Background: an optimization exercise with open tools, aiming at small area and a short achievable clock period. Do not read the settings as production practice.
In this exercise RTL edits were held to simulation tests only and were not proved equivalent to the original.

Design fdiv_stream, start of the top module:
module fdiv_stream (
    input wire clk,
    input wire rstn,
    input wire in_valid,
    input wire [31:0] in_x1,
    input wire [31:0] in_x2,
    output reg out_valid,
    output reg [31:0] out_y );
Size in the first run: about 3,800 cells after synthesis, roughly 320 flip-flops, ~31,000 um^2 of cells after synthesis.
Settings: LEC_CHECK=0, CAP_MARGIN=20, CORE_MARGIN=2, CORE_UTILIZATION=40, SLEW_MARGIN=20; clock period 170.0 ns.
standard.sh (not shown) runs the stock make flow with config.mk's settings and CLKGATE_MAP_FILE= SYNTH_SCRIPT=/design/flow/synth_recipe.tcl, a recipe that flattens the netlist after the stock synthesis.
==> flow/flow/run.sh <==
#!/bin/bash
# Layout: the standard flow (standard.sh) with these changes.
# 1. Synthesis: Yosys's synth runs with -noabc, which skips only its generic
#    pre-mapping ABC pass, so the adder extraction sees the full adders with
#    the polarity the RTL writes them in instead of wrapped in inverters.
#    The final ABC mapping to the library uses an area-oriented script
#    (abc_area_map.script below: AIG rewriting with dc2/dch and the amap
#    area mapper, then ORFS's usual buffering and sizing steps) instead of
#    ORFS's delay-oriented abc_speed.script; every stage still has slack at
#    the clock period. The registers and the rest of synthesis are standard.
# 2. Port buffers: buffer_ports still buffers every input and output, with
#    sky130_fd_sc_hd__buf_1 instead of the delay cell it picks by default.
# 3. Clock tree: clkbuf_16 buffers, larger sink clusters, no dummy loads.
set -euo pipefail
cat > abc_area_map.script <<'ABC'
strash
dch -f
amap -m -F 2 -A 8
strash
dc2
dch -f
amap -m -F 2 -A 8
strash
dc2
dch -f
amap -m -F 2 -A 8
strash
dc2
dch -f
amap -m -F 2 -A 8
buffer -c
topo
stime -c
upsize -c
dnsize -c
ABC
{
  echo 'proc synth {args} { yosys synth -nofsm -noshare -noabc {*}$args }'
  echo 'proc abc {args} {'
  echo '  set i [lsearch -exact $args -script]'
  echo "  if {\$i >= 0} { lset args [expr {\$i + 1}] $PWD/abc_area_map.script }"
  echo '  yosys abc {*}$args'
  echo '}'
  tail -n +2 synth_recipe.tcl
} > synth_recipe_custom.tcl
head -1 synth_recipe.tcl | grep -q 'proc synth'
bash standard.sh SYNTH_SCRIPT="$PWD/synth_recipe_custom.tcl" \
  "BUFFER_PORTS_ARGS=-buffer_cell sky130_fd_sc_hd__buf_1" \
  "CTS_ARGS=-sink_clustering_enable -repair_clock_nets -buf_list sky130_fd_sc_hd__clkbuf_16 -sink_clustering_size 18 -sink_clustering_max_diameter 80 -dont_use_dummy_load" \
  finish > standard.log 2>&1
Next try:
--- a/flow/flow/run.sh
+++ b/flow/flow/run.sh
@@ -6,5 +6,3 @@
-#    The final ABC mapping to the library uses an area-oriented script
-#    (abc_area_map.script below: AIG rewriting with dc2/dch and the amap
-#    area mapper, then ORFS's usual buffering and sizing steps) instead of
-#    ORFS's delay-oriented abc_speed.script; every stage still has slack at
-#    the clock period. The registers and the rest of synthesis are standard.
+#    The final ABC mapping runs ORFS's own abc_speed.script with its &nf
+#    mapper allowed to relax delay for area (-R 1000 -p). The registers and
+#    the rest of synthesis are standard.
@@ -15,22 +13,2 @@
-cat > abc_area_map.script <<'ABC'
-strash
-dch -f
-amap -m -F 2 -A 8
-strash
-dc2
-dch -f
-amap -m -F 2 -A 8
-strash
-dc2
-dch -f
-amap -m -F 2 -A 8
-strash
-dc2
-dch -f
-amap -m -F 2 -A 8
-buffer -c
-topo
-stime -c
-upsize -c
-dnsize -c
-ABC
+sed 's/^&nf$/\&nf -R 1000 -p/' "$FLOW_HOME/scripts/abc_speed.script" > abc_area_relaxed.script
+grep -q -- '&nf -R 1000 -p' abc_area_relaxed.script
@@ -41 +19 @@
-  echo "  if {\$i >= 0} { lset args [expr {\$i + 1}] $PWD/abc_area_map.script }"
+  echo "  if {\$i >= 0} { lset args [expr {\$i + 1}] $PWD/abc_area_relaxed.script }"
The new run went through all stages and came out clean.
Final area went up by 6.4%.
Worst setup slack improves by 0.021 ns.
Flip-flop and latch count is unchanged.
Global-route usage went down by 2.5 points.
Die area went up by 7.5%.
Routed wire length went down by 3.8%.
Area after synthesis went up by 7.6%.
Next try:
--- a/flow/flow/run.sh
+++ b/flow/flow/run.sh
@@ -6,3 +6,5 @@
-#    The final ABC mapping runs ORFS's own abc_speed.script with its &nf
-#    mapper allowed to relax delay for area (-R 1000 -p). The registers and
-#    the rest of synthesis are standard.
+#    The final ABC mapping to the library uses an area-oriented script
+#    (abc_area_map.script below: AIG rewriting with dc2/dch and the amap
+#    area mapper, then ORFS's usual buffering and sizing steps) instead of
+#    ORFS's delay-oriented abc_speed.script; every stage still has slack at
+#    the clock period. The registers and the rest of synthesis are standard.
@@ -13,2 +15,22 @@
-sed 's/^&nf$/\&nf -R 1000 -p/' "$FLOW_HOME/scripts/abc_speed.script" > abc_area_relaxed.script
-grep -q -- '&nf -R 1000 -p' abc_area_relaxed.script
+cat > abc_area_map.script <<'ABC'
+strash
+dch -f
+amap -m -F 4 -A 16 -C 1000
+strash
+dc2
+dch -f
+amap -m -F 4 -A 16 -C 1000
+strash
+dc2
+dch -f
+amap -m -F 4 -A 16 -C 1000
+strash
+dc2
+dch -f
+amap -m -F 4 -A 16 -C 1000
+buffer -c
+topo
+stime -c
+upsize -c
+dnsize -c
+ABC
@@ -19 +41 @@
-  echo "  if {\$i >= 0} { lset args [expr {\$i + 1}] $PWD/abc_area_relaxed.script }"
+  echo "  if {\$i >= 0} { lset args [expr {\$i + 1}] $PWD/abc_area_map.script }"
@@ -27 +49 @@
-  "CTS_ARGS=-sink_clustering_enable -repair_clock_nets -buf_list sky130_fd_sc_hd__clkbuf_16 -sink_clustering_size 18 -sink_clustering_max_diameter 80 -dont_use_dummy_load" \
+  "CTS_ARGS=-sink_clustering_enable -repair_clock_nets -buf_list sky130_fd_sc_hd__clkbuf_16 -sink_clustering_size 30 -sink_clustering_max_diameter 120 -dont_use_dummy_load" \
The changed run went through all stages and came out clean.
Cell count goes up by 2.0%.
Synthesized area falls by 7.6%.
Via count came out higher by 1.5%.
Die area goes down by 7.5%.
Next try:
--- a/flow/flow/run.sh
+++ b/flow/flow/run.sh
@@ -18 +18 @@
-amap -m -F 4 -A 16 -C 1000
+amap -m -F 2 -A 8
@@ -22 +22 @@
-amap -m -F 4 -A 16 -C 1000
+amap -m -F 2 -A 8
@@ -26 +26 @@
-amap -m -F 4 -A 16 -C 1000
+amap -m -F 2 -A 8
@@ -30 +30 @@
-amap -m -F 4 -A 16 -C 1000
+amap -m -F 2 -A 8
Settings changed: CORE_UTILIZATION 40 to 60, PLACE_DENSITY set to 0.75.
Outcome: Die area falls by about 33%; flip-flop and latch count does not change; routed wire length falls by about 2%; worst setup slack is worse by 0.0050 ns; worst hold slack barely changes; fmax is about the same; core utilization rises by 20 points; via count rises by 2.9%; register-to-register slack is better by 0.26 ns; clock skew is about the same.

==> port drivers added, routing unchanged <==
How much do the figures lean on ideal ports? The routed layouts below were timed once more, with nothing changed but the port constraints.
Step 1: set_driving_cell puts a clkbuf_16 on clk and a buf_2 on each other input, an assumption about the parent block.
Step 2 times the ports against the registers' clock, not the clock port: input delays grow and output delays shrink by t, the midpoint of the rising clock arrivals with the driver on.
Slacks: ideal / step 1 / step 2; pairs: ideal / step 1.
run	t (ns)	setup WS [ns]	hold slack, ns
the first run	0.621	134.917 / 134.857 / 135.478	0.268 / 0.268 / 0.268
the second run	0.631	134.938 / 134.878 / 135.509	0.305 / 0.305 / 0.305
the third run	0.558	134.971 / 134.917 / 135.086	0.331 / 0.331 / 0.331
the fourth run	0.559	134.966 / 134.908 / 135.346	0.333 / 0.333 / 0.333
After both steps setup and hold are still met in every run listed.
